This is an optimization exercise on Yosys and OpenROAD, whose aim is small area, not a production implementation. In this exercise RTL edits were held to simulation tests only and were not proved equivalent to the original. The flow treats the clock pin as an ideal source, which a real chip does not have. Power is estimated from default activity; no workload was simulated.

==> flow/design.v (excerpt) <==
module xor_encrypt(
        input logic clk,
        input logic valid_in,
        input logic [7:0] key,
        input logic [255:0] code,
        output logic [255:0] code_out,
        output logic valid_out
);
logic [255:0] d;    
logic [255:0] r;    
logic [7:0] p0;
logic [7:0] bs1_2;
logic [7:0] p1;
logic [7:0] p2;
logic [7:0] bs3_4;
logic [7:0] p3;
logic [7:0] p4;
logic [7:0] bs5_6;
logic [7:0] p5;
logic [7:0] p6;
logic [7:0] bs7_8;
logic [7:0] p7;
logic [7:0] p8;
logic [7:0] bs9_10;
logic [7:0] p9;
logic [7:0] p10;
logic [7:0] bs11_12;
logic [7:0] p11;
logic [7:0] p12;
logic [7:0] bs13_14;
logic [7:0] p13;
logic [7:0] p14;
logic [7:0] bs15_16;
logic [7:0] p15;
logic [7:0] p16;
logic [7:0] bs17_18;
logic [7:0] p17;
logic [7:0] p18;
logic [7:0] bs19_20;
logic [7:0] bs21_22;
logic [7:0] bs23_24;
logic [7:0] bs25_26;
logic [7:0] bs25_27;
logic [7:0] bs28_29;
logic [7:0] bs30_31;
logic [7:0] q19;
logic [7:0] q20;
logic [7:0] q21;
logic [7:0] q22;
logic [7:0] q23;
logic [7:0] q24;
logic [7:0] q25;
logic [7:0] q26;
logic [7:0] q27;
logic [7:0] q28;
logic [7:0] q29;
logic [7:0] q30;
logic [7:0] q31;
xor_gate u_p0 (.A(key), .B(code[7:0]), .Y(p0));
xor_gate u_bs1_2 (.A(code[15:8]), .B(code[23:16]), .Y(bs1_2));
xor_gate u_p1 (.A(p0), .B(code[15:8]), .Y(p1));
xor_gate u_p2 (.A(p0), .B(bs1_2), .Y(p2));
xor_gate u_bs3_4 (.A(code[31:24]), .B(code[39:32]), .Y(bs3_4));
xor_gate u_p3 (.A(p2), .B(code[31:24]), .Y(p3));
xor_gate u_p4 (.A(p2), .B(bs3_4), .Y(p4));
xor_gate u_bs5_6 (.A(code[47:40]), .B(code[55:48]), .Y(bs5_6));
xor_gate u_p5 (.A(p4), .B(code[47:40]), .Y(p5));
xor_gate u_p6 (.A(p4), .B(bs5_6), .Y(p6));
xor_gate u_bs7_8 (.A(code[63:56]), .B(code[71:64]), .Y(bs7_8));
  ...
clock: 4.0 ns
lec_check: 0
cap_margin: 20
core_margin: 2
core_utilization: 40
cts_buf_list: sky130_fd_sc_hd__clkbuf_16
cts_cluster_diameter: 120
cts_cluster_size: 30
slew_margin: 20
synth_hierarchical: 1
synth_minimum_keep_size: 0
standard.sh (not shown) runs the stock make flow with config.mk's settings and CLKGATE_MAP_FILE= SYNTH_SCRIPT=/design/flow/synth_recipe.tcl, a recipe that flattens the netlist after the stock synthesis.
==> flow/flow/run.sh <==
#!/bin/bash
# Own layout flow: the standard flow (standard synthesis unchanged), with the port
# buffers that global placement inserts on every input and output made the smallest
# buffer, sky130_fd_sc_hd__buf_1, instead of the default pick. Everything else is as in
# the standard flow. make's full output goes to flow_make.log in this folder; ORFS
# writes each step's log under orfs/logs/.
set -euo pipefail
export BUFFER_PORTS_ARGS="-buffer_cell sky130_fd_sc_hd__buf_1"
export POST_GLOBAL_PLACE_TCL="$PWD/flow/post_gpl.tcl"
export POST_GLOBAL_ROUTE_TCL="$PWD/flow/post_grt.tcl"
bash standard.sh finish > flow_make.log 2>&1
test -f out/final.def
==> flow/flow/post_gpl.tcl <==
# Post global placement hook.
# Drop the buffers that timing-driven global placement added (instances named place*),
# reconnecting their loads to the buffer's input net.
proc drop_place_buffers {} {
  set n 0
  foreach inst [get_cells -quiet place*] {
    set ref [get_property $inst ref_name]
    if { ![regexp {^sky130_fd_sc_hd__(buf|clkbuf)_[0-9]+$} $ref] } { continue }
    set name [get_full_name $inst]
    set in_net [get_nets -of_objects [get_pins $name/A]]
    set out_net [get_nets -of_objects [get_pins $name/X]]
    set loads {}
    foreach pin [get_pins -quiet -of_objects $out_net] {
      if { [get_full_name $pin] != "$name/X" } { lappend loads $pin }
    }
    if { [llength [get_ports -quiet -of_objects $out_net]] > 0 } { continue }
    disconnect_pin $in_net [get_pins $name/A]
    disconnect_pin $out_net [get_pins $name/X]
    foreach pin $loads {
      disconnect_pin $out_net $pin
      connect_pin $in_net $pin
    }
    delete_instance $inst
    delete_net $out_net
    incr n
  }
  puts "Dropped $n placement buffers."
}
drop_place_buffers
==> flow/flow/post_grt.tcl <==
# Post global route hook: the timing repairs before this point size gates up against
# estimates made with less accurate parasitics. Return each upsized XOR gate to
# sky130_fd_sc_hd__xor2_1 where the worst setup slack, with global-route parasitics,
# stays at least 0.06 ns, then reroute the changed nets and rewrite the route guides.
proc recover_xor_area { margin est } {
  estimate_parasitics $est
  set cands {}
  foreach inst [get_cells -quiet *] {
    set ref [get_property $inst ref_name]
    if { [regexp {^sky130_fd_sc_hd__xor2_[248]$} $ref] } {
      lappend cands [list [get_full_name $inst] $ref]
    }
  }
  set n 0
  foreach c $cands {
    lassign $c name ref
    set inst [get_cells $name]
    replace_cell $inst sky130_fd_sc_hd__xor2_1
    estimate_parasitics $est
    set ws [expr {[sta::worst_slack_cmd max] * 1e9}]
    if { $ws < $margin } {
      replace_cell $inst $ref
      estimate_parasitics $est
    } else {
      incr n
    }
  }
  puts "Recovered $n of [llength $cands] upsized XOR gates;\
    worst slack [expr {[sta::worst_slack_cmd max] * 1e9}] ns"
}

global_route -start_incremental
recover_xor_area 0.06 -global_routing
global_route -end_incremental
estimate_parasitics -global_routing
report_worst_slack -max
report_check_types -max_slew -max_capacitance -violators
write_guides $::env(RESULTS_DIR)/route.guide
The first run completed with no timing, DRC or antenna violations.
==> next run, changes <==
==> flow/flow/run.sh (replaced) <==
#!/bin/bash
# Own layout flow: the standard flow (standard synthesis unchanged) with two changes:
#  - the buffers that global placement puts on every input and output port are the
#    smallest buffer, sky130_fd_sc_hd__buf_1, instead of the default pick;
#  - post_gpl.tcl drops the buffers that timing-driven global placement adds while the
#    clock is still ideal; the repairs after clock tree synthesis add what the real
#    clock timing needs.
# make's full output goes to flow_make.log in this folder; ORFS writes each step's log
# under orfs/logs/.
set -euo pipefail
export BUFFER_PORTS_ARGS="-buffer_cell sky130_fd_sc_hd__buf_1"
export POST_GLOBAL_PLACE_TCL="$PWD/flow/post_gpl.tcl"
bash standard.sh finish > flow_make.log 2>&1
test -f out/final.def
- PLACE_DENSITY: default -> 0.7
removed: flow/flow/post_grt.tcl
Setup slack improved by 0.082 ns.
Via count is higher by 1.7%.
Area after synthesis is unchanged.
Core utilization is higher by 0.34 points.
Fmax is higher by 2.2%.
Design area is higher by 0.71%.
Power is higher by 1.1%.
Routed wire length is higher by 0.32%.
Flip-flop and latch count is unchanged.
==> next run, changes <==
==> flow/flow/run.sh (replaced) <==
#!/bin/bash
# Own layout flow: the standard flow (standard synthesis unchanged), with the port
# buffers that global placement inserts on every input and output made the smallest
# buffer, sky130_fd_sc_hd__buf_1, instead of the default pick. Everything else is as in
# the standard flow. make's full output goes to flow_make.log in this folder; ORFS
# writes each step's log under orfs/logs/.
set -euo pipefail
export BUFFER_PORTS_ARGS="-buffer_cell sky130_fd_sc_hd__buf_1"
export POST_GLOBAL_PLACE_TCL="$PWD/flow/post_gpl.tcl"
bash standard.sh finish > flow_make.log 2>&1
test -f out/final.def
==> flow/flow/post_gpl.tcl (replaced) <==
# Drop the buffers that timing-driven global placement added with ideal clocks; the
# repair after clock tree synthesis adds back what the real clock timing needs.
set bufs [get_cells -quiet place*]
if { [llength $bufs] > 0 } { remove_buffers $bufs }
- CTS_CLUSTER_DIAMETER: 120 -> 100
- CTS_CLUSTER_SIZE: 30 -> 24
- PLACE_DENSITY: 0.7 -> default
=> Die area is unchanged; area after synthesis does not change; design area went down by roughly a tenth; utilization came out lower by 5.5 points; setup slack degrades by 0.085 ns; non-clock buffer count shrinks by 523; global-route usage shrinks by 0.61 points; critical path depth went down by 5.
==> next run, changes <==
==> flow/flow/run.sh (replaced) <==
#!/bin/bash
# Own layout flow: the standard flow (standard synthesis unchanged) with two changes:
#  - the buffers that global placement puts on every input and output port are the
#    smallest buffer, sky130_fd_sc_hd__buf_1, instead of the default pick;
#  - post_gpl.tcl drops the buffers that timing-driven global placement adds while the
#    clock is still ideal; the repairs after clock tree synthesis add what the real
#    clock timing needs.
# make's full output goes to flow_make.log in this folder; ORFS writes each step's log
# under orfs/logs/.
set -euo pipefail
export BUFFER_PORTS_ARGS="-buffer_cell sky130_fd_sc_hd__buf_1"
export POST_GLOBAL_PLACE_TCL="$PWD/flow/post_gpl.tcl"
export SETUP_MOVE_SEQUENCE="unbuffer,swap,buffer,sizeup"
bash standard.sh finish > flow_make.log 2>&1
test -f out/final.def
==> flow/flow/post_gpl.tcl (replaced) <==
# Post global placement hook.
# Drop the buffers that timing-driven global placement added (instances named place*),
# reconnecting their loads to the buffer's input net.
proc drop_place_buffers {} {
  set n 0
  foreach inst [get_cells -quiet place*] {
    set ref [get_property $inst ref_name]
    if { ![regexp {^sky130_fd_sc_hd__(buf|clkbuf)_[0-9]+$} $ref] } { continue }
    set name [get_full_name $inst]
    set in_net [get_nets -of_objects [get_pins $name/A]]
    set out_net [get_nets -of_objects [get_pins $name/X]]
    set loads {}
    foreach pin [get_pins -quiet -of_objects $out_net] {
      if { [get_full_name $pin] != "$name/X" } { lappend loads $pin }
    }
    if { [llength [get_ports -quiet -of_objects $out_net]] > 0 } { continue }
    disconnect_pin $in_net [get_pins $name/A]
    disconnect_pin $out_net [get_pins $name/X]
    foreach pin $loads {
      disconnect_pin $out_net $pin
      connect_pin $in_net $pin
    }
    delete_instance $inst
    delete_net $out_net
    incr n
  }
  puts "Dropped $n placement buffers."
}
drop_place_buffers
- CTS_CLUSTER_DIAMETER: 100 -> 120
- CTS_CLUSTER_SIZE: 24 -> 30
The new run finished with timing, DRC and antenna clean.
Fmax came out higher slightly.
Wire length climbs by a few percent.
Cell area went up by roughly a tenth.
Die area stays the same.
Global-route usage increases by 0.53 points.
==> next run, changes <==
==> flow/flow/run.sh (replaced) <==
#!/bin/bash
# Own layout flow: the standard flow (standard synthesis unchanged) with these changes:
#  - the buffers that global placement puts on every input and output port are the
#    smallest buffer, sky130_fd_sc_hd__buf_1, instead of the default pick;
#  - post_gpl.tcl drops the buffers that timing-driven global placement adds while the
#    clock is still ideal; the repairs after clock tree synthesis add what the real
#    clock timing needs;
#  - those repairs try buffering before sizing gates up, and small_bufs.tcl keeps them
#    to the small buffers (no large or delay buffers, no xor2_4).
# make's full output goes to flow_make.log in this folder; ORFS writes each step's log
# under orfs/logs/.
set -euo pipefail
export BUFFER_PORTS_ARGS="-buffer_cell sky130_fd_sc_hd__buf_1"
export POST_GLOBAL_PLACE_TCL="$PWD/flow/post_gpl.tcl"
export SETUP_MOVE_SEQUENCE="unbuffer,swap,buffer,sizeup"
export PRE_CTS_TCL="$PWD/flow/small_bufs.tcl"
export PRE_GLOBAL_ROUTE_TCL="$PWD/flow/small_bufs.tcl"
bash standard.sh finish > flow_make.log 2>&1
test -f out/final.def
==> flow/flow/small_bufs.tcl (new file) <==
# Timing repairs after clock tree synthesis: buffer with the small buffers only.
set_dont_use [get_lib_cells {sky130_fd_sc_hd__buf_4 sky130_fd_sc_hd__buf_6 sky130_fd_sc_hd__buf_8 sky130_fd_sc_hd__buf_12 sky130_fd_sc_hd__buf_16 sky130_fd_sc_hd__xor2_4 sky130_fd_sc_hd__dlygate* sky130_fd_sc_hd__dlymetal* sky130_fd_sc_hd__clkdlybuf* sky130_fd_sc_hd__bufbuf* sky130_fd_sc_hd__clkbuf_4 sky130_fd_sc_hd__clkbuf_8}]
- CORE_ASPECT_RATIO: default -> 0.25
- CTS_BUF_LIST: sky130_fd_sc_hd__clkbuf_16 -> sky130_fd_sc_hd__clkbuf_8
- CTS_CLUSTER_DIAMETER: 120 -> 100
- CTS_CLUSTER_SIZE: 30 -> 16
After rerunning:
- The changed run ran to the end with no violations
- total power fell by a few percent
- cell area falls slightly
- via count is lower by a few percent
- clock-buffer cell count climbs by 8
- fmax came out higher slightly
- hold slack degrades by 0.070 ns
- routed wire length goes down by roughly a tenth
==> next run, changes <==
- CORE_ASPECT_RATIO: 0.25 -> default
Effect: The changed run completed without violations. Flip-flop and latch count is unchanged. Final area is about the same. Via count climbs by 4.0%. Critical path depth stays the same. Utilization drops by 0.75 points. Area after synthesis is unchanged. Power rose by 1.3%. Fmax barely changes. Worst setup slack stays flat. Sequential share of layout area barely changes. Final cell count is lower by 1.2%.

==> port drivers added, routing unchanged <==
The flow's constraints put no driver on any port. The routed layouts listed below were extracted and timed again, unchanged, in two steps. Step 1 (the two cells are an assumption about what drives the block):
set clk [get_ports {clk}]
set_driving_cell -lib_cell sky130_fd_sc_hd__clkbuf_16 $clk
set_driving_cell -lib_cell sky130_fd_sc_hd__buf_2 [delete_from_list [all_inputs] $clk]
Step 2 adds t to the input delays and takes it off the output delays; t is the mean of the earliest and latest rising clock arrival at the registers after step 1. Input paths then give back, and output paths get back, about the clock's delay inside the block. Three values: no drivers, after step 1, after step 2; two values: the first two.
run | t, ns | setup WS [ns] | worst setup path at the end | worst slew at a driven data input, ns | slew violations | capacitance violations
the first run | 0.524 | 0.144 / 0.097 / -0.233 | input to register | 0.09 | 0 / 0 | 0 / 0
the second run | 0.525 | 0.226 / 0.189 / -0.273 | input to register | 0.08 | 0 / 0 | 0 / 0
the third run | 0.530 | 0.141 / -1.021 / -1.551 | input to register | 5.81 | 0 / 258 | 0 / 1
the fourth run | 0.520 | 0.209 / 0.162 / -0.227 | input to register | 0.09 | 0 / 0 | 0 / 0
the fifth run | 0.576 | 0.236 / 0.193 / -0.238 | input to register | 0.06 | 0 / 0 | 0 / 0
the sixth run | 0.579 | 0.236 / 0.194 / -0.264 | input to register | 0.09 | 0 / 0 | 0 / 0
Met with ideal ports but missed after step 2: setup timing in every run listed. With drivers on, slew violations rise in the third run. The drivers bring new capacitance violations in the third run. The setup slack of the third run, which loses most, moves by -1.162 ns with the drivers and by -1.692 ns with both steps.
